This is an optimization exercise on Yosys and OpenROAD, whose aim is small area and a short achievable clock period, not a production implementation.
RTL that was checked went through simulation tests only; none was proved equivalent to the original.
No functional check of the RTL was part of run 1.
Power figures rest on the tool's default switching activity, not on a simulated workload.

==> flow/flow/run.sh <==
#!/bin/bash
# Standard layout with two changes in how it is made (clock and constraints unchanged):
#  - ports are buffered with the smallest buffer, which the resizer upsizes where needed;
#  - the resizer's setup repair aims at a period close to what the I/O paths allow.
set -euo pipefail
export SETUP_SLACK_MARGIN=71.1
export BUFFER_PORTS_ARGS="-buffer_cell sky130_fd_sc_hd__buf_1"
bash standard.sh > standard_flow.log 2>&1
==> flow/standard.sh <==
#!/bin/bash
# synth_recipe.tcl (not shown) runs the flow's synth.tcl, then flattens the netlist and writes it again
# the make line also repeats each setting of config.mk as NAME=value (left out here)
make -C /OpenROAD-flow-scripts/flow DESIGN_CONFIG=/design/flow/config.mk WORK_HOME=/design/flow/orfs CLKGATE_MAP_FILE= SYNTH_SCRIPT=/design/flow/synth_recipe.tcl "${@:-finish}"
==> flow/config.mk <==
export PLATFORM = sky130hd
export DESIGN_NAME = alu_top
export DESIGN_NICKNAME = alu_top
export VERILOG_FILES = /design/flow/design.v
export SDC_FILE = /design/flow/constraint.sdc
export NUM_CORES = 4
export LEC_CHECK = 0
export ABC_AREA = 0
export ABC_CLOCK_PERIOD_IN_PS = 20000
export CAP_MARGIN = 20
export CORE_MARGIN = 2
export CORE_UTILIZATION = 70
export PLACE_DENSITY = 0.8
export SLEW_MARGIN = 20
export SYNTH_HIERARCHICAL = 1
export SYNTH_MINIMUM_KEEP_SIZE = 0
==> flow/constraint.sdc <==
create_clock -name core_clock -period 90.0 [get_ports {clk}]
set_input_delay 18.0000 -clock core_clock [delete_from_list [all_inputs] [get_ports {clk}]]
set_output_delay 18.0000 -clock core_clock [all_outputs]
set_load 0.01 [all_outputs]
==> flow/design.v <==
module alu_top (
    input             clk,
    input      [15:0] a,
    input      [15:0] b,
    input      [2:0]  opcode,
    input      [1:0]  mode,
    output reg [31:0] result,
    output reg        eq
);
    reg [15:0] a_q;
    reg [15:0] b_q;
    reg [2:0]  opcode_q;
    reg [1:0]  mode_q;
    wire [31:0] alu_out;
    wire        alu_eq;
    ALU u_alu (.a(a_q), .b(b_q), .opcode(opcode_q), .mode(mode_q),
               .outALU(alu_out), .eq(alu_eq));
    always @(posedge clk) begin
        a_q      <= a;
        b_q      <= b;
        opcode_q <= opcode;
        mode_q   <= mode;
        result   <= alu_out;
        eq       <= alu_eq;
    end
endmodule

module logic_unit(a, b, x, eq);
input  [15:0] a;
input  [15:0] b;
output [15:0] x;
output eq;
assign x = a ^ b;
assign eq = ~|x;
endmodule
module arith(a, b, sub, inc, dec, mul, s, co, p, q, dz);
input  [15:0] a;
input  [15:0] b;
input  sub, inc, dec, mul;
output [15:0] s;
output co;
output [31:0] p;       
output [15:0] q;
output dz;
wire gt = a > b;
wire [15:0] y = a ^ {16{sub & ~gt}};
wire [15:0] x = (b & {16{~(inc | dec)}}) ^ {16{(sub & gt) | dec}};
add16 ad (.a(y), .b(x), .ci(sub | inc), .s(s), .co(co));
mul16 mu (.a(a), .b(b), .en(mul), .p(p));
div16 dv (.a(a), .b(b), .gt(gt), .q(q), .dz(dz));
endmodule
module add16(a, b, ci, s, co);
input  [15:0] a;
input  [15:0] b;
input  ci;
output [15:0] s;
output co;
wire [16:0] c;
assign c[0] = ci;
genvar k;
generate for (k = 0; k < 16; k = k + 1) begin : rb
    fa u (.x(a[k]), .y(b[k]), .z(c[k]), .c(c[k+1]), .s(s[k]));
end endgenerate
assign co = c[16];
endmodule
module div16 #(parameter [15:0] PLAN = 16'h4555) (a, b, gt, q, dz);
input  [15:0] a;
input  [15:0] b;
input  gt;
output [15:0] q;
output dz;
wire [15:0] n = gt ? a : b;
wire [15:0] d = gt ? b : a;
wire [15:0] dn = ~d;
wire [16:0] za, zb;
assign za[16] = 1'b1;
assign zb[16] = 1'b1;
genvar k, j;
generate for (k = 15; k >= 0; k = k - 1) begin : zp
    assign za[k] = za[k+1] & ~a[k];
    assign zb[k] = zb[k+1] & ~b[k];
end endgenerate
wire [16:0] hz = za | zb;
assign dz = hz[0];
wire [17:0] d3;
wire [16:0] c3;
assign d3[0] = d[0];
assign c3[1] = 1'b0;
generate for (k = 1; k < 16; k = k + 1) begin : m3
    fa u (.x(d[k]), .y(d[k-1]), .z(c3[k]), .c(c3[k+1]), .s(d3[k]));
end endgenerate
ha m3h (.x(d[15]), .y(c3[16]), .c(d3[17]), .s(d3[16]));
wire [17:0] d3n = ~d3;
wire [8:0] l3;
assign l3[0] = 1'b1;
generate for (k = 1; k <= 8; k = k + 1) begin : l3c
    assign l3[k] = ~d[2*k-1] & (~d[2*k-2] | l3[k-1]);
end endgenerate
localparam [15:0] R4 = PLAN;
wire [15:0] r [0:15];
generate for (j = 0; j < 16; j = j + 1) begin : row
    if (R4[j]) begin : s4
        localparam W = j + 2;
        wire h3;
        if (W % 2 == 0) begin : e
            assign h3 = hz[W] & l3[W/2];
        end else begin : o
            assign h3 = (a <= ((1 << W) - 1) / 3) | (b <= ((1 << W) - 1) / 3);
        end
        wire [W-1:0] t;
        if (j == 0) begin : f
            assign t = n[15:14];
        end else begin : m
            assign t = {r[j-1][W-3:0], n[15-j:14-j]};
        end
        wire [1:0] qq;
        wire [W-1:0] rr;
        dstep #(.W(W), .LAST(j == 14)) u (.t(t), .dn(dn[W-1:0]), .d3n(d3n[W-1:0]),
            .h1(hz[W]), .h2(hz[W-1]), .h3(h3), .q(qq), .r(rr));
        assign q[15-j:14-j] = qq;
        assign r[j] = rr;
    end else if (j > 0 && R4[j-1]) begin : s4b
        assign r[j] = r[j-1];
    end else begin : s2
        localparam W = j + 1;
        wire [W-1:0] t;
        if (j == 0) begin : f
            assign t = n[15];
        end else begin : m
            assign t = {r[j-1][W-2:0], n[15-j]};
        end
        wire qq;
        wire [W-1:0] rr;
        rstep #(.W(W), .LAST(j == 15)) u (.t(t), .dn(dn[W-1:0]), .h(hz[W]), .q(qq), .r(rr));
        assign q[15-j] = qq;
        assign r[j] = rr;
    end
end endgenerate
endmodule
module dstep #(parameter W = 2, parameter LAST = 0) (t, dn, d3n, h1, h2, h3, q, r);
input  [W-1:0] t;
input  [W-1:0] dn;      
input  [W-1:0] d3n;     
input  h1, h2, h3;
output [1:0] q;
output [W-1:0] r;
function [W:0] subbk;
    input [W-1:0] t;
    input [W-1:0] dn;
    input integer n;
    reg [W-1:0] g, p, gg, pp;
    integer i, l;
    begin
        g = t & dn;
        p = t ^ dn;
        g[0] = g[0] | p[0];
        gg = g;
        pp = p;
        for (l = 1; l < W; l = l * 2)
            for (i = 2*l - 1; i < n; i = i + 2*l) begin
                gg[i] = gg[i] | (pp[i] & gg[i-l]);
                pp[i] = pp[i] & pp[i-l];
            end
        for (l = H; l >= 1; l = l / 2)
            for (i = 3*l - 1; i < n; i = i + 2*l) begin
                gg[i] = gg[i] | (pp[i] & gg[i-l]);
                pp[i] = pp[i] & pp[i-l];
            end
        subbk[W] = gg[n-1];
        subbk[0] = ~p[0];
        for (i = 1; i < W; i = i + 1)
            subbk[i] = p[i] ^ gg[i-1];
    end
endfunction
localparam H = (W > 8) ? 8 : (W > 4) ? 4 : (W > 2) ? 2 : 1;
wire [W:0] s1 = subbk(t, dn, W);
wire [W:0] s2x = subbk({1'b0, t[W-1:1]}, {1'b1, dn[W-2:0]}, W - 1);
wire [W:0] s2 = {s2x[W], s2x[W-2:0], t[0]};
wire [W:0] s3 = subbk(t, d3n, W);
wire ge1 = h1 & s1[W];
wire ge2 = h2 & s2[W];
wire ge3 = h3 & s3[W];
assign q = {ge2, ge3 | (ge1 & ~ge2)};
generate if (LAST) begin : l
    assign r = {W{1'b0}};
end else begin : n
    assign r = ge3 ? s3[W-1:0] : ge2 ? s2[W-1:0] : ge1 ? s1[W-1:0] : t;
end endgenerate
endmodule
module mul16(a, b, en, p);
input  [15:0] a;
input  [15:0] b;
input  en;
output [31:0] p;
wire [15:0] an = ~a;
wire [15:0] bn = ~(b & {16{en}});
wire [16:0] s [0:15];
wire [15:0] c [0:15];
genvar i, k;
generate
for (k = 0; k < 16; k = k + 1) begin : r0
    nor2 g (.a(an[k]), .b(bn[0]), .y(s[0][k]));
end
assign s[0][16] = 1'b0;
for (i = 1; i < 16; i = i + 1) begin : row
    for (k = 0; k < 16; k = k + 1) begin : col
        wire x;
        nor2 g (.a(an[k]), .b(bn[i]), .y(x));
        if (i == 1 && k == 15) begin : n
            assign s[i][k] = x;
            assign c[i][k] = 1'b0;
        end else if (i == 1) begin : h1
            ha u (.x(x), .y(s[0][k+1]), .c(c[i][k]), .s(s[i][k]));
        end else if (k == 15) begin : h2
            ha u (.x(x), .y(c[i-1][k]), .c(c[i][k]), .s(s[i][k]));
        end else begin : f
            fa u (.x(x), .y(s[i-1][k+1]), .z(c[i-1][k]), .c(c[i][k]), .s(s[i][k]));
        end
    end
    assign s[i][16] = 1'b0;
end
for (i = 0; i < 16; i = i + 1) begin : lo
    assign p[i] = s[i][0];
end
wire [16:0] rc;
for (k = 0; k < 16; k = k + 1) begin : fin
    if (k == 0) begin : h
        ha u (.x(s[15][1]), .y(c[15][0]), .c(rc[1]), .s(p[16]));
    end else if (k == 15) begin : t
        assign p[31] = c[15][15] ^ rc[15];
    end else begin : f
        fa u (.x(s[15][k+1]), .y(c[15][k]), .z(rc[k]), .c(rc[k+1]), .s(p[16+k]));
    end
end
endgenerate
endmodule
module fa(x, y, z, c, s);
input x, y, z;
output c, s;
assign s = x ^ y ^ z;
assign c = (x & y) | (x & z) | (y & z);
endmodule
module ha(x, y, c, s);
input x, y;
output c, s;
assign s = x ^ y;
assign c = x & y;
endmodule
module nor2(a, b, y);
input a, b;
output y;
assign y = ~(a | b);
endmodule
module rstep #(parameter W = 2, parameter LAST = 0) (t, dn, h, q, r);
input  [W-1:0] t;
input  [W-1:0] dn;      
input  h;
output q;
output [W-1:0] r;
function [W:0] subbk;
    input [W-1:0] t;
    input [W-1:0] dn;
    input integer n;
    reg [W-1:0] g, p, gg, pp;
    integer i, l;
    begin
        g = t & dn;
        p = t ^ dn;
        g[0] = g[0] | p[0];
        gg = g;
        pp = p;
        for (l = 1; l < W; l = l * 2)
            for (i = 2*l - 1; i < n; i = i + 2*l) begin
                gg[i] = gg[i] | (pp[i] & gg[i-l]);
                pp[i] = pp[i] & pp[i-l];
            end
        for (l = H; l >= 1; l = l / 2)
            for (i = 3*l - 1; i < n; i = i + 2*l) begin
                gg[i] = gg[i] | (pp[i] & gg[i-l]);
                pp[i] = pp[i] & pp[i-l];
            end
        subbk[W] = gg[n-1];
        subbk[0] = ~p[0];
        for (i = 1; i < W; i = i + 1)
            subbk[i] = p[i] ^ gg[i-1];
    end
endfunction
localparam H = (W > 8) ? 8 : (W > 4) ? 4 : (W > 2) ? 2 : 1;
wire [W:0] s1 = subbk(t, dn, W);
assign q = h & s1[W];
generate if (LAST) begin : l
    assign r = {W{1'b0}};
end else begin : n
    assign r = q ? s1[W-1:0] : t;
end endgenerate
endmodule
module crypto(a, g2b);
input  [15:0] a;
output [15:0] g2b;
assign g2b[15] = a[15];
genvar i;
generate for (i = 14; i >= 0; i = i - 1) begin : pfx
    assign g2b[i] = g2b[i+1] ^ a[i];
end endgenerate
endmodule
module ALU(a, b, opcode, mode, outALU, eq);
input  [15:0] a;
input  [15:0] b;
input  [2:0]  opcode;
input  [1:0]  mode;
output [31:0] outALU;
output eq;
wire [15:0] x;       
wire [15:0] g2b;     
logic_unit l1 (.a(a), .b(b), .x(x), .eq(eq));
crypto     d1 (.a(a), .g2b(g2b));
wire m0 = (mode == 2'b00);
wire m1 = (mode == 2'b01);
wire m2 = (mode == 2'b10);
wire op_and = m0 & (opcode == 3'b000);
wire op_or  = m0 & (opcode == 3'b001);
wire op_xor = m0 & (opcode == 3'b010);
wire op_not = m0 & (opcode == 3'b011);
wire op_add = m1 & (opcode == 3'b000);
wire op_mul = m1 & (opcode == 3'b001);
wire op_sub = m1 & (opcode == 3'b010);
wire op_div = m1 & (opcode == 3'b011);
wire op_inc = m1 & (opcode == 3'b100);
wire op_dec = m1 & (opcode == 3'b101);
wire op_gen = m2 & (opcode == 3'b000);
wire op_gde = m2 & (opcode == 3'b001);
wire [15:0] s;       
wire co;
wire [31:0] p;       
wire [15:0] q;       
wire dz;             
arith a1 (.a(a), .b(b), .sub(op_sub), .inc(op_inc), .dec(op_dec), .mul(op_mul),
          .s(s), .co(co), .p(p), .q(q), .dz(dz));
wire sel_s = op_add | op_sub | op_inc | op_dec;
wire t_ab = op_and | op_or;
wire t_x  = op_or | op_xor;
wire [15:0] gen = a ^ {1'b0, a[15:1]};
genvar i;
generate for (i = 0; i < 16; i = i + 1) begin : lo
    wire lg = (t_ab & a[i] & b[i]) | (t_x & x[i]) | (op_not & ~a[i]);
    assign outALU[i] = lg | (sel_s & s[i]) | p[i] | (op_div & q[i])
                     | (op_gen & gen[i]) | (op_gde & g2b[i]);
end endgenerate
wire hi1 = (op_div & dz) | (op_dec & ~co);
assign outALU[16] = p[16] | hi1 | (op_inc & co);
assign outALU[31:17] = p[31:17] | {15{hi1}};
endmodule
==> results of run 1 <==
## layout make-up
class | instances | area (µm²)
inverters | 210 | 806
flip-flops and latches | 70 | 1520
repair buffers | 218 | 1450
multi-input cells | 1780 | 18000
fillers | 1723 | 5300
clock buffers | 11 | 243
clock inverters | 5 | 35.0
well taps | 378 | 473
## power breakdown
part           internal (mW)  switching [mW]  total (mW)
sequential            0.0332         0.00292      0.0361
combinational          0.135           0.175       0.310
clock                 0.0194          0.0138      0.0332
## registers in the layout, indices dropped and copies added, names as in the netlist
name      count
mode_q        2
eq            1
result       32
opcode_q      3
b_q          16
a_q          16
## stage by stage
| stage | area [µm²] | utilization | worst slack (ns) |
|---|---|---|---|
| 4_1_cts | 21700 | 0.778 | 71.10 |
| 2_1_floorplan | 20000 | - | 71.11 |
| 3_5_place_dp | 20400 | 0.731 | 68.35 |
| 3_3_place_gp | 20400 | 0.731 | 69.23 |
| 5_1_grt | 22600 | 0.810 | 70.60 |
| 6_report | 22600 | 0.810 | 71.13 |
## layer usage
layer  vias up  track usage  wire (µm)
met3       316       0.0627       4880
met4         0        0.225       4250
met2      1047        0.670      29100
met1      8699        0.487      22100
li1       7576            -          -
met5         -            0          0
## worst min-delay path by stage
| stage | from | end | slack [ns] | depth (start not counted) |
|---|---|---|---|---|
| 6_report | b_q[2] | result[2] | 0.61 | 2 |
| 5_1_grt | b_q[2] | result[2] | 0.62 | 2 |
| 4_1_cts | b_q[5] | result[5] | 0.62 | 2 |
| 3_5_place_dp | b_q[5] | result[5] | 0.65 | 2 |
| 3_3_place_gp | b_q[5] | result[5] | 0.64 | 2 |
| 2_1_floorplan | b_q[5] | result[5] | 0.56 | 2 |
## timing repair
action / CTS / global route
gates resized for setup: 114 / 90
pin swaps: 48 / 72
setup endpoints to repair: 3 / 2
hold buffers: 0 / 0
gates cloned: 4 / 3
setup buffers: 73 / 54
==> run_results.csv, run 1 <==
group,metric,value,unit
setup_path,cp_slowest_cell,"dfxtp_1",
sta,fmax,0.0530,GHz
setup_path,crit_chain,"buf_1",
detailed_routing,drt_first_pass_iters,8,
synthesis,syn_area,19900,µm²
setup_path,cp_top_family,"flip-flops",
synthesis,ys_warn_count,18,
clock_network,cts.clk_slew.worst_paths,0.06,ns
setup_path,timing.rr.start,"b_q[9]",
cells_and_area,layout_commonest_cell,"fa_1",
detailed_routing,vias,17600,
placement,gp_congestion,1.02,
sta,finalMaxSlewViolations,0,
placement,dpl.hpwl,43900,µm
status,status,"timing/DRC/antenna clean",
clock_network,cts_root_buf,"clkbuf_16",
setup_path,critPathCaptureType,"output pin",
sta,holdWs,0.612,ns
grt,grt_max_degree,39,
sta,min_period,18.87,ns
sta,fin_crit_sh,0.210,
floorplan,dieArea,29800,µm²
clock_network,cts_tree,"built",
cells_and_area,nNetsFinal,2870,
clock_network,clock_path_buffers,2,
cells_and_area,area_growth_syn_to_layout,13.5,%
grt,first_global_vias,18200,
sta,relSlewSlack,0.0953,
setup_path,crit_arrival,0.87,ns
floorplan,floorplan.initialDensity,0.714,
setup_path,required,72.00,ns
sta,fin_skew,0.00981,ns
synthesis,postSynthCellCount,2127,
detailed_routing,wire_per_inst,22.6,µm
clock_network,htreeDepth,3,
placement,place.port_buffers,70,
clock_network,cts.sinks,70,
cells_and_area,final_cells,2672,
cells_and_area,layout_common_cells,"fa_1 (315), nor2_1 (287), inv_1 (199), ha_1 (194), buf_4 (139)",
power_and_ir_drop,total_power,0.380,mW
cells_and_area,antenna_cells,0,
synthesis,synthesis.nets,2708,
setup_path,critical-path-max-stage-delay,0.33,ns
clock_network,clock_latency,0.34,ns
power_and_ir_drop,leakagePower,10.8,nW
sta,worst_slew_pin_slew,1.34,ns
setup_path,crit_type,"reg2out",
floorplan,rows,61,
placement,dp.cells,2522,
sta,hold_viol_final,0,
setup_path,crit_path_start,"result[21]",
floorplan,die_y,173,µm
detailed_routing,vias_per_cell,6.60,
setup_path,crit_path_end,"result[21]",
detailed_routing,drc_errors,0,
setup_path,r2r_setup_slack,71.16,ns
setup_path,worst_r2r_endpoint,"result[0]",
cells_and_area,drive_gt1_frac,0.200,
setup_path,startpoint_type,"flop",
power_and_ir_drop,peakVddDrop,0.0170,mV
detailed_routing,routed_wl,60300,µm
grt,grt_pass1_wl,94400,µm
power_and_ir_drop,power_density,16.8,nW/µm²
grt,grt_usage,0.397,
min_path,hp-class,"reg2reg",
setup_path,r2r_cells,80,
sta,rsz0062_at_grt,"true",
grt,grt_overflow,0,
synthesis,avgSynthCellArea,9.35,µm²
floorplan,core_area,27900,µm²
clock_network,cts_made_buffers,9,
setup_path,path_buf_inv,1,
detailed_routing,drt_iter0_markers,1589,
run,max_cap_violations,0,
setup_path,path_max_fanout,1,
floorplan,die_w,173,µm
floorplan,ios,71,
setup_path,cp.depth,1,
grt,antenna_found_initial,0,
sta,setup_viol,0,
sta,fin_setup_tns,0,ns
detailed_routing,ant_nets,0,
==> inputs of run 2 (changes only) <==
--- a/flow/design.v
+++ b/flow/design.v
@@ -65,3 +65,3 @@
 endmodule
-module div16 #(parameter [15:0] PLAN = 16'h4555) (a, b, gt, q, dz);
+module div16 #(parameter [15:0] PLAN = 16'h5555) (a, b, gt, q, dz);
 input  [15:0] a;
--- a/flow/flow/run.sh
+++ b/flow/flow/run.sh
@@ -5,3 +5,3 @@
 set -euo pipefail
-export SETUP_SLACK_MARGIN=71.1
+export SETUP_SLACK_MARGIN=71.3
 export BUFFER_PORTS_ARGS="-buffer_cell sky130_fd_sc_hd__buf_1"
==> run 2 against run 1 <==
Still clean. Via count shrank 0.99%. Routed wire length about the same. Maximum frequency is 0.18% higher. Final area shrank 0.68%. Sequential share of layout area hardly changed. Register-to-register slack better by 0.62 ns. Largest power group unchanged.
==> run_results.csv, run 2 <==
group,metric,value,unit
sta,rsz0062_at_grt,"true",
placement,dp.cells,2570,
cells_and_area,area_growth_syn_to_layout,10.1,%
setup_path,r2r_cells,90,
placement,place.port_buffers,70,
clock_network,cts.sinks,70,
setup_path,r2r_setup_slack,71.78,ns
floorplan,rows,62,
synthesis,avgSynthCellArea,9.42,µm²
grt,grt_usage,0.396,
floorplan,ios,71,
sta,hold_viol_final,0,
power_and_ir_drop,intPower,0.179,mW
detailed_routing,drc_errors,0,
power_and_ir_drop,p_clk_frac,0.098,
clock_network,cts_root_buf,"clkbuf_16",
synthesis,postSynthCellCount,2162,
setup_path,critPathCaptureType,"output pin",
floorplan,core_area,28700,µm²
floorplan,dieArea,30500,µm²
detailed_routing,vias_per_cell,6.58,
synthesis,syn_area,20400,µm²
cells_and_area,reg_top3,"result x32, a_q x16, b_q x16",
synthesis,synthesis.nets,2763,
power_and_ir_drop,p_comb_frac,0.802,
placement,gp_congestion,0.977,
power_and_ir_drop,switchingPower,0.193,mW
clock_network,cts_made_buffers,9,
power_and_ir_drop,power_density,16.6,nW/µm²
setup_path,cp_top_family,"flip-flops",
grt,grt_max_degree,39,
setup_path,crit_arrival,0.84,ns
detailed_routing,ant_nets,0,
detailed_routing,vias,17500,
synthesis,ys_warn_count,17,
detailed_routing,drt_first_pass_iters,5,
status,status,"timing/DRC/antenna clean",
sta,holdWs,0.553,ns
cells_and_area,final_util,0.781,
sta,finalMaxSlewViolations,0,
cells_and_area,nNetsFinal,2866,
setup_path,timing.rr.start,"b_q[11]",
min_path,holdPathEnd,"result[15]",
power_and_ir_drop,leakagePower,10.9,nW
clock_network,cts_tree,"built",
sta,setup_viol,0,
setup_path,cp_slowest_cell,"dfxtp_2",
run,max_cap_violations,0,
min_path,min-delay-start,"a_q[15]",
clock_network,cts.clk_slew.worst_paths,0.07,ns
placement,dpl.hpwl,45700,µm
clock_network,clock_path_buffers,2,
cells_and_area,layout_common_cells,"fa_1 (328), nor2_1 (305), ha_1 (221), inv_1 (204), nand2_1 (114)",
setup_path,worst_r2r_endpoint,"result[0]",
detailed_routing,drt_iter0_markers,1468,
sta,relSlewSlack,0.199,
sta,min_period,18.84,ns
cells_and_area,drive_gt1_frac,0.171,
min_path,hp-class,"reg2reg",
power_and_ir_drop,total_power,0.372,mW
setup_path,critical-path-max-stage-delay,0.37,ns
power_and_ir_drop,seqPwrFrac,0.100,
cells_and_area,layout_commonest_cell,"fa_1",
setup_path,crit_type,"reg2out",
setup_path,path_max_fanout,1,
floorplan,floorplan.initialDensity,0.709,
sta,worst_slew_pin_slew,1.19,ns
cells_and_area,largest_reg_flops,32,
sta,fin_crit_sh,0.209,
floorplan,die_w,175,µm
detailed_routing,routed_wl,60400,µm
cells_and_area,regMostFlops,"result",
cells_and_area,antenna_cells,0,
sta,fmax,0.0531,GHz
floorplan,die_y,175,µm
setup_path,required,72.00,ns
clock_network,htreeDepth,3,
setup_path,startpoint_type,"flop",
detailed_routing,wire_per_inst,22.7,µm
setup_path,path_buf_inv,1,
min_path,min_delay_path_depth,2,
setup_path,crit_chain,"buf_6",
cells_and_area,final_cells,2654,
sta,fin_setup_tns,0,ns
sta,fin_skew,0.00642,ns
clock_network,clock_latency,0.35,ns
grt,grt_overflow,0,
clock_network,hold_buffers,0,
grt,antenna_found_initial,0,
grt,grt_pass1_wl,94800,µm
power_and_ir_drop,peakVddDrop,0.0144,mV
power_and_ir_drop,switching_share,0.518,
grt,first_global_vias,17900,
## run 2: metal layers
layer	global-route usage	vias to the layer above	share of wire
met4	0.180	0	0.055
met2	0.662	871	0.48
li1	-	7628	-
met3	0.0650	250	0.083
met5	0	-	0
met1	0.508	8715	0.38
## run 2: metrics by stage
stage          worst slack (ns)  instance area (µm²)
2_1_floorplan             71.31                20400
3_3_place_gp              69.84                20800
3_5_place_dp              69.16                20800
4_1_cts                   71.17                21500
5_1_grt                   70.99                22400
6_report                  71.16                22400
## run 2: layout make-up
class / count / area (µm²)
Clock buffer: 9 / 225
Sequential cell: 70 / 1510
Tap cell: 384 / 480
Fill cell: 1970 / 6290
Inverter: 212 / 811
Clock inverter: 7 / 71.3
Timing Repair Buffer: 162 / 1160
Multi-Input combinational cell: 1810 / 18100
## run 2: power by group through the flow
stage / clock, mW / combinational [mW] / sequential, mW
floorplan: 0 / 0.201 / 0.0374
global placement: 0 / 0.257 / 0.0376
detailed placement: 0 / 0.265 / 0.0377
CTS: 0.0365 / 0.278 / 0.0371
global route: 0.0375 / 0.328 / 0.0372
finish: 0.0365 / 0.299 / 0.0371
## run 2: worst register-to-register path, delay by kind of cell (launching register included)
kind	cells	cell delay [ns]
buf+inv	11	1.23
mux	3	0.92
compound gates	37	7.01
simple gates	24	3.42
flops	1	0.40
fa+ha+maj	15	5.13
## run 2: repair_timing
action                                 in CTS  in global routing
cloned                                      1                  0
setup endpoints to repair                  37                 36
setup buffers                              16                 51
endpoints found under the hold margin       0                  0
pin swaps                                   6                 50
gates resized for setup                    94                119
## run 2: worst max path at each step
| stage | startpoint | end | slack [ns] | cells after the start |
|---|---|---|---|---|
| final | result[0] | result[0] | 71.16 | 1 |
| after global routing | b_q[14] | result[0] | 70.99 | 91 |
| after CTS | result[0] | result[0] | 71.17 | 1 |
| after detailed placement | a_q[11] | result[0] | 69.16 | 91 |
| after global placement | a_q[10] | result[0] | 69.84 | 91 |
| after floorplan | b_q[13] | result[0] | 71.31 | 96 |
==> inputs of run 3 (changes only) <==
--- a/flow/flow/run.sh
+++ b/flow/flow/run.sh
@@ -5,3 +5,3 @@
 set -euo pipefail
-export SETUP_SLACK_MARGIN=71.3
+export SETUP_SLACK_MARGIN=70.9
 export BUFFER_PORTS_ARGS="-buffer_cell sky130_fd_sc_hd__buf_1"
==> run 3 against run 2 <==
Still clean on timing, DRC and antenna. Power fell by 1.9%. Worst hold slack improved by 0.080 ns. Sequential power fell by 2%. Worst setup slack got worse by 0.057 ns. Critical path depth did not move. Critical path type unchanged.
==> run_results.csv, run 3 <==
group,metric,value,unit
cells_and_area,layout_commonest_cell,"fa_1",
cells_and_area,drive_gt1_frac,0.134,
setup_path,timing.rr.start,"b_q[14]",
min_path,hp-class,"reg2reg",
setup_path,cp_slowest_cell,"dfxtp_1",
run,max_cap_violations,0,
sta,setup_viol,0,
floorplan,die_y,175,µm
floorplan,ios,71,
sta,fmax,0.0529,GHz
power_and_ir_drop,total_power,0.365,mW
setup_path,path_buf_inv,1,
synthesis,synthesis.nets,2763,
sta,fin_crit_sh,0.210,
setup_path,required,72.00,ns
detailed_routing,ant_nets,0,
cells_and_area,regMostFlops,"result",
floorplan,dieArea,30500,µm²
status,status,"timing/DRC/antenna clean",
synthesis,postSynthCellCount,2162,
sta,fin_setup_tns,0,ns
clock_network,hold_buffers,0,
detailed_routing,drt_iter0_markers,1508,
placement,place.port_buffers,70,
placement,gp_congestion,0.971,
grt,antenna_found_initial,2,
clock_network,htreeDepth,3,
sta,fin_skew,0.00805,ns
grt,first_global_vias,17800,
clock_network,cts.sinks,70,
floorplan,die_w,175,µm
clock_network,cts_root_buf,"clkbuf_16",
setup_path,critPathCaptureType,"output pin",
cells_and_area,layout_common_cells,"fa_1 (330), nor2_1 (305), ha_1 (224), inv_1 (204), nand2_1 (114)",
detailed_routing,vias_per_cell,6.53,
clock_network,cts_made_buffers,9,
setup_path,cp_top_family,"flip-flops",
detailed_routing,drc_errors,0,
cells_and_area,area_growth_syn_to_layout,7.84,%
synthesis,syn_area,20400,µm²
cells_and_area,fin_area,22000,µm²
floorplan,rows,62,
sta,relSlewSlack,0.267,
power_and_ir_drop,peakVddDrop,0.0131,mV
sta,worst_slew_pin_slew,1.09,ns
detailed_routing,vias,17200,
setup_path,crit_chain,"buf_1",
setup_path,crit_type,"reg2out",
grt,grt_pass1_wl,94000,µm
clock_network,cts_tree,"built",
clock_network,cts.clk_slew.worst_paths,0.07,ns
setup_path,critical-path-max-stage-delay,0.37,ns
sta,hold_viol_final,0,
clock_network,clock_latency,0.35,ns
setup_path,startpoint_type,"flop",
clock_network,clock_path_buffers,2,
cells_and_area,reg_top3,"result x32, a_q x16, b_q x16",
placement,dpl.hpwl,45000,µm
synthesis,ys_warn_count,17,
setup_path,crit_path_start,"result[0]",
power_and_ir_drop,leakagePower,10.6,nW
cells_and_area,largest_reg_flops,32,
power_and_ir_drop,power_density,16.6,nW/µm²
sta,rsz0062_at_grt,"false",
synthesis,avgSynthCellArea,9.42,µm²
cells_and_area,n_fill_cell,2036,
floorplan,core_area,28700,µm²
grt,grt_max_degree,39,
detailed_routing,wire_per_inst,21.9,µm
detailed_routing,drt_first_pass_iters,8,
min_path,min-delay-start,"b_q[13]",
placement,placed_cell_area,20800,µm²
sta,finalMaxSlewViolations,0,
grt,grt_overflow,0,
detailed_routing,routed_wl,57800,µm
sta,min_period,18.89,ns
setup_path,crit_arrival,0.89,ns
cells_and_area,nNetsFinal,2848,
setup_path,path_max_fanout,1,
grt,grt_usage,0.389,
floorplan,floorplan.initialDensity,0.709,
[run 3: power by group]
part | switching, mW | leakage [nW] | internal, mW
Sequential | 0.00296 | 0.587 | 0.0334
Combinational | 0.171 | 9.92 | 0.123
Clock | 0.0157 | 0.135 | 0.0192
Total | 0.190 | 10.6 | 0.175
[run 3: what timing repair did]
action / in CTS / in global routing
gates cloned: 1 / 1
buffers inserted: 16 / 29
gates resized for setup: 52 / 68
pin swaps: 4 / 28
endpoints found under the setup margin: 4 / 2
[run 3: final cells by class]
class | instances | area [µm²] | area share
clock inverter | 7 | 61.3 | 0.00279
tap | 384 | 480 | 0.0219
sequential | 70 | 1450 | 0.0662
timing repair buffer | 143 | 877 | 0.0400
antenna | 2 | 5.00 | 0.000228
inverter | 212 | 811 | 0.0369
multi-input combinational | 1811 | 18000 | 0.822
clock buffer | 9 | 225 | 0.0103
[run 3: through the flow]
step | hold slack (ns) | setup WS, ns | utilization | cells
3_3_place_gp | 0.690 | 69.42 | 0.725 | 2573
3_5_place_dp | 0.680 | 68.47 | 0.725 | 2573
2_1_floorplan | 0.595 | 70.94 | - | 2162
4_1_cts | 0.646 | 70.92 | 0.745 | 2606
5_1_grt | 0.670 | 70.68 | 0.765 | 2636
6_report | 0.633 | 71.11 | 0.765 | 2638
[run 3: final timing paths]
kind | end | slack [ns] | cells after the start
min reg2reg | result[13] | 0.63 | 2
max reg2reg | result[0] | 71.40 | 92
max | result[0] | 71.11 | 1
min | result[13] | 0.63 | 2
[run 3: per-layer routing]
layer	global-route usage	wire, µm	vias up
met5	0	0	-
met4	0.157	2930	0
met3	0.0571	4610	215
met2	0.653	28000	816
met1	0.509	22300	8588
li1	-	-	7603
==> inputs of run 4 (changes only) <==
--- a/flow/flow/run.sh
+++ b/flow/flow/run.sh
@@ -5,3 +5,3 @@
 set -euo pipefail
-export SETUP_SLACK_MARGIN=70.9
+export SETUP_SLACK_MARGIN=70.75
 export BUFFER_PORTS_ARGS="-buffer_cell sky130_fd_sc_hd__buf_1"
==> run 4 against run 3 <==
Core utilization is 0.079 points higher. Still clean on timing, DRC and antenna. Critical path type unchanged. Final area is 0.10% higher. Synthesized area stayed put. Critical path depth stayed put. Largest power group unchanged. Synthesized cell count stayed put. Routed wire length hardly changed. Maximum frequency is 0.16% lower. Clock skew hardly changed. Largest cell class unchanged. Via count is 0.84% higher.
==> run_results.csv, run 4 <==
group,metric,value,unit
sta,finalMaxSlewViolations,0,
cells_and_area,layout_common_cells,"fa_1 (331), nor2_1 (305), ha_1 (222), inv_1 (204), nand2_1 (114)",
detailed_routing,m1WireLength,21700,µm
floorplan,core_area,28700,µm²
power_and_ir_drop,intPower,0.180,mW
cells_and_area,final_util,0.766,
setup_path,critPathCaptureType,"output pin",
setup_path,cp_top_family,"flip-flops",
detailed_routing,drc_errors,0,
clock_network,clock_latency,0.34,ns
cells_and_area,drive_gt1_frac,0.134,
min_path,min-delay-start,"b_q[13]",
power_and_ir_drop,total_power,0.367,mW
power_and_ir_drop,switchingPower,0.186,mW
floorplan,die_y,175,µm
setup_path,critical-path-max-stage-delay,0.39,ns
floorplan,dieArea,30500,µm²
cells_and_area,regMostFlops,"result",
clock_network,htreeDepth,3,
setup_path,cp_slowest_cell,"dfxtp_1",
setup_path,crit_arrival,0.92,ns
detailed_routing,ant_nets,0,
power_and_ir_drop,leakagePower,10.7,nW
clock_network,cts_root_buf,"clkbuf_16",
detailed_routing,wl_met2,28500,µm
power_and_ir_drop,peakVddDrop,0.0145,mV
setup_path,crit_chain,"buf_1",
clock_network,clock_path_buffers,2,
power_and_ir_drop,p_comb_frac,0.792,
power_and_ir_drop,switching_share,0.508,
sta,fmax,0.0528,GHz
setup_path,required,72.00,ns
synthesis,ys_warn_count,17,
grt,grt_overflow,0,
floorplan,rows,62,
detailed_routing,wire_per_inst,22.0,µm
synthesis,avgSynthCellArea,9.42,µm²
status,status,"timing/DRC/antenna clean",
grt,grt_usage,0.385,
setup_path,crit_type,"reg2out",
setup_path,path_buf_inv,1,
detailed_routing,met3_length,5110,µm
floorplan,die_w,175,µm
min_path,hp-class,"reg2reg",
synthesis,syn_area,20400,µm²
sta,relSlewSlack,0.257,
setup_path,path_max_fanout,1,
synthesis,synthesis.nets,2763,
power_and_ir_drop,seqPwrFrac,0.100,
sta,fin_skew,0.00853,ns
clock_network,cts_tree,"built",
clock_network,cts.sinks,70,
detailed_routing,vias,17400,
placement,dpl.hpwl,44800,µm
power_and_ir_drop,power_density,16.7,nW/µm²
detailed_routing,vias_per_cell,6.59,
cells_and_area,reg_top3,"result x32, a_q x16, b_q x16",
clock_network,cts.clk_slew.worst_paths,0.06,ns
setup_path,crit_path_start,"result[0]",
sta,min_period,18.92,ns
detailed_routing,top_layer_used,"met5",
synthesis,postSynthCellCount,2162,
sta,setup_viol,0,
sta,fin_crit_sh,0.210,
cells_and_area,layout_commonest_cell,"fa_1",
sta,hold_viol_final,0,
grt,grt_pass1_wl,93100,µm
grt,antenna_found_initial,2,
power_and_ir_drop,p_clk_frac,0.108,
placement,gp_congestion,0.987,
floorplan,floorplan.initialDensity,0.709,
sta,worst_slack,71.08,ns
placement,place.port_buffers,70,
detailed_routing,drt_first_pass_iters,8,
setup_path,timing.rr.start,"b_q[13]",
grt,first_global_vias,17800,
clock_network,hold_buffers,0,
floorplan,ios,71,
grt,grt_max_degree,39,
run,max_cap_violations,0,
cells_and_area,nNetsFinal,2847,
detailed_routing,routed_wl,57900,µm
cells_and_area,area_growth_syn_to_layout,7.95,%
detailed_routing,drt_iter0_markers,1854,
placement,dp_slack,68.48,ns
cells_and_area,largest_reg_flops,32,
sta,worst_slew_pin_slew,1.11,ns
clock_network,cts_made_buffers,9,
sta,rsz0062_at_grt,"false",
sta,fin_setup_tns,0,ns
setup_path,startpoint_type,"flop",
-- run 4: metrics by stage --
stage | instance area [µm²] | hold WS (ns) | std cells
after floorplan | 20400 | 0.595 | 2162
after global placement | 20800 | 0.710 | 2574
after detailed placement | 20800 | 0.701 | 2574
after CTS | 21400 | 0.646 | 2601
after global routing | 22000 | 0.680 | 2635
final | 22000 | 0.653 | 2636
-- run 4: power groups by stage --
stage / registers, mW / clock network (mW) / logic (mW)
after floorplan: 0.0374 / 0 / 0.200
after global placement: 0.0370 / 0 / 0.255
after detailed placement: 0.0371 / 0 / 0.264
after CTS: 0.0365 / 0.0398 / 0.271
after global routing: 0.0367 / 0.0410 / 0.319
final: 0.0366 / 0.0397 / 0.290
-- run 4: repair_timing --
item	4_1_cts	5_1_grt
setup buffers	10	33
gates cloned	1	1
resized for setup	45	72
setup endpoints to repair	4	2
pin swaps	3	23
-- run 4: area by class of cell --
class                   count  area, µm²
multi-input cells        1811      18000
diodes                      1       2.50
fillers                  2052       6730
inverters                 212        808
clock buffers              10        239
well taps                 384        480
clock inverters             6       93.8
flip-flops and latches     70       1460
repair buffers            142        870
-- run 4: final timing paths --
check	to	slack, ns	cells after the start
worst max register to register	result[0]	71.29	87
worst min-delay path	result[13]	0.65	2
worst max-delay path	result[0]	71.08	1
worst min register to register	result[13]	0.65	2
-- run 4: worst reg2reg max path: cells and delay by family, from the launching register on --
| kind | cells | cell delay, ns |
|---|---|---|
| adder cells (fa/ha/maj) | 16 | 6.14 |
| AND/OR/NAND/NOR | 20 | 2.54 |
| buffers and inverters | 9 | 0.99 |
| AO/OA/AOI/OAI | 38 | 7.13 |
| flip-flops | 1 | 0.41 |
| multiplexers | 4 | 1.37 |
-- run 4: layer usage --
metal | track usage | vias up
met5 | 0 | -
met3 | 0.0656 | 214
li1 | - | 7592
met4 | 0.147 | 2
met2 | 0.654 | 869
met1 | 0.496 | 8690
==> inputs of run 5 (changes only) <==
--- a/flow/flow/run.sh
+++ b/flow/flow/run.sh
@@ -5,3 +5,3 @@
 set -euo pipefail
-export SETUP_SLACK_MARGIN=70.75
+export SETUP_SLACK_MARGIN=71.1
 export BUFFER_PORTS_ARGS="-buffer_cell sky130_fd_sc_hd__buf_1"
==> run 5 against run 4 <==
Critical path type unchanged. Core utilization grew 0.31 points. Non-clock buffer count is 14 higher. Clock skew barely moved. Count of clock-buffer cells in the layout is 1 lower.
==> run_results.csv, run 5 <==
group,metric,value,unit
status,status,"timing/DRC/antenna clean",
floorplan,rows,62,
setup_path,timing.rr.start,"b_q[14]",
detailed_routing,vias,17300,
sta,min_period,18.88,ns
grt,grt_usage,0.386,
cells_and_area,nNetsFinal,2860,
setup_path,r2r_setup_slack,71.63,ns
cells_and_area,largest_reg_flops,32,
power_and_ir_drop,intPower,0.180,mW
sta,rsz0062_at_grt,"false",
cells_and_area,reg_top3,"result x32, a_q x16, b_q x16",
cells_and_area,seqCellArea,1470,µm²
floorplan,ios,71,
power_and_ir_drop,p_clk_frac,0.110,
grt,grt_max_degree,39,
power_and_ir_drop,total_power,0.369,mW
detailed_routing,drc_errors,0,
clock_network,cts_made_buffers,9,
synthesis,syn_area,20400,µm²
floorplan,core_area,28700,µm²
synthesis,ys_warn_count,17,
setup_path,crit_arrival,0.88,ns
sta,fin_crit_sh,0.210,
setup_path,required,72.00,ns
floorplan,die_y,175,µm
clock_network,cts_tree,"built",
synthesis,avgSynthCellArea,9.42,µm²
detailed_routing,routed_wl,58500,µm
cells_and_area,area_growth_syn_to_layout,8.40,%
clock_network,clock_latency,0.35,ns
floorplan,dieArea,30500,µm²
min_path,holdPathEnd,"result[11]",
setup_path,path_buf_inv,1,
sta,worst_slew_pin_slew,1.06,ns
detailed_routing,vias_per_cell,6.55,
setup_path,r2r_cells,89,
sta,relSlewSlack,0.288,
min_path,min_delay_path_depth,2,
clock_network,htreeDepth,3,
power_and_ir_drop,seqPwrFrac,0.098,
clock_network,cts.clk_slew.worst_paths,0.07,ns
setup_path,worst_r2r_endpoint,"result[0]",
detailed_routing,drt_iter0_markers,1494,
power_and_ir_drop,p_comb_frac,0.792,
power_and_ir_drop,switching_share,0.511,
power_and_ir_drop,peakVddDrop,0.0127,mV
sta,fmax,0.0530,GHz
sta,fin_skew,0.00863,ns
setup_path,critical-path-max-stage-delay,0.38,ns
synthesis,postSynthCellCount,2162,
grt,grt_overflow,0,
setup_path,cp_top_family,"flip-flops",
setup_path,crit_type,"reg2out",
detailed_routing,ant_nets,0,
clock_network,clock_path_buffers,2,
min_path,min-delay-start,"b_q[11]",
detailed_routing,drt_first_pass_iters,5,
power_and_ir_drop,power_density,16.7,nW/µm²
placement,place.port_buffers,70,
grt,grt_pass1_wl,92800,µm
setup_path,path_max_fanout,1,
power_and_ir_drop,leakagePower,10.7,nW
setup_path,critPathCaptureType,"output pin",
setup_path,crit_chain,"buf_2",
detailed_routing,wire_per_inst,22.1,µm
cells_and_area,multiInputGateArea,18000,µm²
floorplan,die_w,175,µm
synthesis,synthesis.nets,2763,
cells_and_area,n_fill_cell,2034,
clock_network,cts_root_buf,"clkbuf_16",
cells_and_area,regMostFlops,"result",
floorplan,floorplan.initialDensity,0.709,
power_and_ir_drop,switchingPower,0.189,mW
sta,fin_setup_tns,0,ns
cells_and_area,final_cells,2648,
run,max_cap_violations,0,
placement,gp_congestion,0.972,
setup_path,startpoint_type,"flop",
grt,first_global_vias,17600,
cells_and_area,antenna_cells,0,
sta,hold_viol_final,0,
min_path,hp-class,"reg2reg",
cells_and_area,drive_gt1_frac,0.139,
sta,finalMaxSlewViolations,0,
cells_and_area,layout_commonest_cell,"fa_1",
grt,antenna_found_initial,0,
sta,setup_viol,0,
setup_path,cp_slowest_cell,"dfxtp_1",
placement,dpl.hpwl,44700,µm
cells_and_area,layout_common_cells,"fa_1 (330), nor2_1 (305), ha_1 (223), inv_1 (204), nand2_1 (114)",
clock_network,cts.sinks,70,
placement,dp.cells,2572,
[run 5: worst max-delay path by stage]
stage               startpoint   endpoint  slack [ns]  cells after the start
floorplan              b_q[13]  result[0]       71.11                     96
global placement       b_q[13]  result[0]       69.50                     92
detailed placement     b_q[13]  result[0]       68.83                     93
CTS                    b_q[14]  result[0]       71.10                     92
global route            b_q[1]  result[0]       70.87                     90
finish               result[0]  result[0]       71.12                      1
[run 5: cell type report]
cell class | instances | share of cell area
Multi-Input combinational cell | 1810 | 0.816
Tap cell | 384 | 0.0218
Timing Repair Buffer | 156 | 0.0440
Clock inverter | 7 | 0.00482
Clock buffer | 9 | 0.0102
Sequential cell | 70 | 0.0665
Inverter | 212 | 0.0366
[run 5: routing by layer]
layer  track usage  wire length, µm
met1         0.510            22700
met2         0.651            28800
met3        0.0549             4410
met4         0.145             2640
met5             0                0
[run 5: through the flow]
step	hold WS (ns)	setup slack [ns]	utilization	area [µm²]
6_report	0.637	71.12	0.769	22100
5_1_grt	0.641	70.87	0.769	22100
4_1_cts	0.653	71.10	0.748	21500
3_5_place_dp	0.718	68.83	0.725	20800
3_3_place_gp	0.697	69.50	0.725	20800
2_1_floorplan	0.577	71.11	-	20400
[run 5: power by group through the flow]
stage	Combinational [mW]	Clock (mW)	Sequential, mW
6_report	0.292	0.0406	0.0363
5_1_grt	0.322	0.0419	0.0365
4_1_cts	0.274	0.0406	0.0368
3_5_place_dp	0.265	0	0.0374
3_3_place_gp	0.257	0	0.0375
2_1_floorplan	0.200	0	0.0374
[run 5: timing repair]
item	4_1_cts	5_1_grt
buffers inserted	16	43
setup endpoints to repair	5	2
pin swaps	7	28
hold buffers	0	0
gates resized for setup	54	63
cloned	1	0
==> inputs of run 6 (changes only) <==
--- a/flow/flow/run.sh
+++ b/flow/flow/run.sh
@@ -5,3 +5,3 @@
 set -euo pipefail
-export SETUP_SLACK_MARGIN=71.1
+export SETUP_SLACK_MARGIN=70.6
 export BUFFER_PORTS_ARGS="-buffer_cell sky130_fd_sc_hd__buf_1"
==> run 6 against run 5 <==
Still clean. First-iteration DRC count is 10% higher. Clock skew is 0.0038 ns higher. Register-to-register slack worse by 0.38 ns. Synthesized area stayed put. Die area stayed put. Critical path depth stayed put. Sequential share of layout area is 0.072 points higher. Via count is 1.0% lower.
==> run_results.csv, run 6 <==
group,metric,value,unit
floorplan,dieArea,30500,µm²
setup_path,path_max_fanout,1,
detailed_routing,drc_errors,0,
placement,dp.cells,2571,
floorplan,floorplan.initialDensity,0.709,
synthesis,syn_area,20400,µm²
synthesis,synthesis.nets,2763,
min_path,hp-class,"reg2reg",
grt,first_global_vias,17600,
cells_and_area,final_cells,2622,
clock_network,clock_latency,0.36,ns
grt,grt_overflow,0,
setup_path,crit_arrival,0.96,ns
clock_network,htreeDepth,3,
sta,worst_slew_pin_slew,1.14,ns
grt,met3_usage,0.0628,
power_and_ir_drop,intPower,0.172,mW
power_and_ir_drop,switching_share,0.523,
setup_path,cp_top_family,"flip-flops",
floorplan,rows,62,
setup_path,timing.rr.start,"b_q[7]",
min_path,min_delay_path_depth,2,
grt,use_met2,0.651,
setup_path,worst_r2r_endpoint,"result[0]",
detailed_routing,vias_per_cell,6.55,
setup_path,r2r_cells,91,
cells_and_area,drive_gt1_frac,0.125,
setup_path,critical-path-max-stage-delay,0.43,ns
sta,fin_crit_sh,0.211,
placement,place.port_buffers,70,
detailed_routing,drt_iter0_markers,1644,
placement,gp_congestion,0.926,
run,max_cap_violations,0,
detailed_routing,wire_per_inst,22.2,µm
setup_path,path_buf_inv,1,
sta,hold_viol_final,0,
setup_path,crit_type,"reg2out",
min_path,min-delay-start,"b_q[13]",
power_and_ir_drop,p_comb_frac,0.795,
setup_path,startpoint_type,"flop",
status,status,"timing/DRC/antenna clean",
setup_path,crit_chain,"buf_1",
cells_and_area,regMostFlops,"result",
detailed_routing,routed_wl,58200,µm
cells_and_area,layout_commonest_cell,"fa_1",
sta,fin_skew,0.0124,ns
floorplan,die_w,175,µm
min_path,holdPathEnd,"result[13]",
placement,dpl.hpwl,45100,µm
cells_and_area,layout_common_cells,"fa_1 (331), nor2_1 (305), ha_1 (225), inv_1 (205), nand2_1 (114)",
cells_and_area,antenna_cells,0,
synthesis,ys_warn_count,17,
grt,grt_usage,0.391,
floorplan,ios,71,
power_and_ir_drop,switchingPower,0.188,mW
cells_and_area,largest_reg_flops,32,
sta,setup_viol,0,
grt,top_usage_layer,"met2",
synthesis,postSynthCellCount,2162,
sta,min_period,18.96,ns
clock_network,cts_root_buf,"clkbuf_16",
setup_path,cp_slowest_cell,"dfxtp_1",
setup_path,critPathCaptureType,"output pin",
setup_path,required,72.00,ns
cells_and_area,nNetsFinal,2834,
clock_network,clock_path_buffers,2,
setup_path,r2r_setup_slack,71.25,ns
power_and_ir_drop,seqPwrFrac,0.102,
clock_network,cts.sinks,70,
detailed_routing,drt_first_pass_iters,5,
grt,grt_pass1_wl,93900,µm
floorplan,core_area,28700,µm²
sta,rsz0062_at_grt,"false",
floorplan,die_y,175,µm
power_and_ir_drop,leakagePower,10.6,nW
detailed_routing,ant_nets,0,
power_and_ir_drop,p_clk_frac,0.103,
sta,finalMaxSlewViolations,0,
synthesis,avgSynthCellArea,9.42,µm²
grt,antenna_found_initial,0,
grt,use_met1,0.510,
clock_network,cts.clk_slew.worst_paths,0.07,ns
cells_and_area,area_growth_syn_to_layout,6.79,%
clock_network,cts_tree,"built",
sta,fmax,0.0527,GHz
detailed_routing,vias,17200,
sta,fin_setup_tns,0,ns
cells_and_area,reg_top3,"result x32, a_q x16, b_q x16",
clock_network,cts_made_buffers,9,
power_and_ir_drop,power_density,16.5,nW/µm²
power_and_ir_drop,peakVddDrop,0.0146,mV
sta,relSlewSlack,0.234,
grt,grt_max_degree,39,
-- run 6: changes by cell type in the layout (fill, tap and decap cells not counted), sizes merged --
| cell | previous run | this run |
|---|---|---|
| buf | 155 | 127 |
| bufinv | 2 | 0 |
| inv | 212 | 215 |
| clkinv | 3 | 1 |
| clkinvlp | 2 | 3 |
| o21ai | 82 | 83 |
| nand2 | 123 | 124 |
-- run 6: per-stage QoR --
stage	hold WS, ns	utilization	setup WS [ns]	instance area (µm²)	total power [mW]
3_5_place_dp	0.711	0.724	68.23	20800	0.301
3_3_place_gp	0.700	0.724	69.06	20800	0.293
6_report	0.619	0.757	71.04	21700	0.360
5_1_grt	0.649	0.757	70.45	21700	0.390
4_1_cts	0.641	0.743	70.63	21300	0.345
2_1_floorplan	0.595	-	70.63	20400	0.237
-- run 6: power by group through the flow --
stage          sequential (mW)  clock (mW)  combinational [mW]
5_1_grt                 0.0368      0.0380               0.316
6_report                0.0367      0.0370               0.286
3_3_place_gp            0.0371           0               0.256
2_1_floorplan           0.0374           0               0.200
3_5_place_dp            0.0372           0               0.264
4_1_cts                 0.0366      0.0368               0.271
-- run 6: layout make-up --
class                      count  area (µm²)
timing repair buffer         128         739
clock inverter                 7        73.8
sequential                    70        1460
fill                        2077        6970
clock buffer                   9         225
inverter                     212         810
multi-input combinational   1812       17900
tap                          384         480
-- run 6: what timing repair did --
action,in CTS,in global routing
hold buffers,0,0
resized for setup,44,59
cloned,1,2
endpoints found under the setup margin,4,2
pin swaps,4,16
buffers inserted,12,20
-- run 6: worst max-delay path by stage --
stage	start	to	slack [ns]	cells past startpoint
CTS	b_q[15]	result[0]	70.63	91
global placement	a_q[11]	result[0]	69.06	91
global route	b_q[7]	result[0]	70.45	91
floorplan	b_q[15]	result[0]	70.63	95
finish	result[0]	result[0]	71.04	1
detailed placement	a_q[11]	result[0]	68.23	92
-- run 6: per-layer routing --
layer	vias to the layer above	share of wire	wire, µm
li1	7561	-	-
met1	8608	0.39	22600
met2	805	0.48	28200
met3	191	0.081	4720
met4	0	0.047	2740
met5	-	0	0

-- separate check: timing with driven ports --
How much do the figures lean on ideal ports? The routed layouts below were timed once more, with nothing changed but the port constraints. Step 1 assumes that a clkbuf_16 drives the clock port and a buf_2 every other input. Step 2 times the ports against the registers' clock, not the clock port: input delays grow and output delays shrink by t, the midpoint of the rising clock arrivals with the driver on. Three values: ideal, step 1, step 2; two values: the first two.
run	t, ns	setup slack, ns	worst data-port slew with drivers (ns)
run 1	0.379	71.131 / 71.092 / 71.161	0.05
run 2	0.387	71.164 / 71.127 / 71.513	0.12
run 3	0.384	71.107 / 71.067 / 71.401	0.09
run 4	0.381	71.077 / 71.037 / 71.287	0.04
run 5	0.386	71.118 / 71.080 / 71.466	0.05
run 6	0.392	71.039 / 71.000 / 71.248	0.05
After both steps every run listed still meets setup and hold.
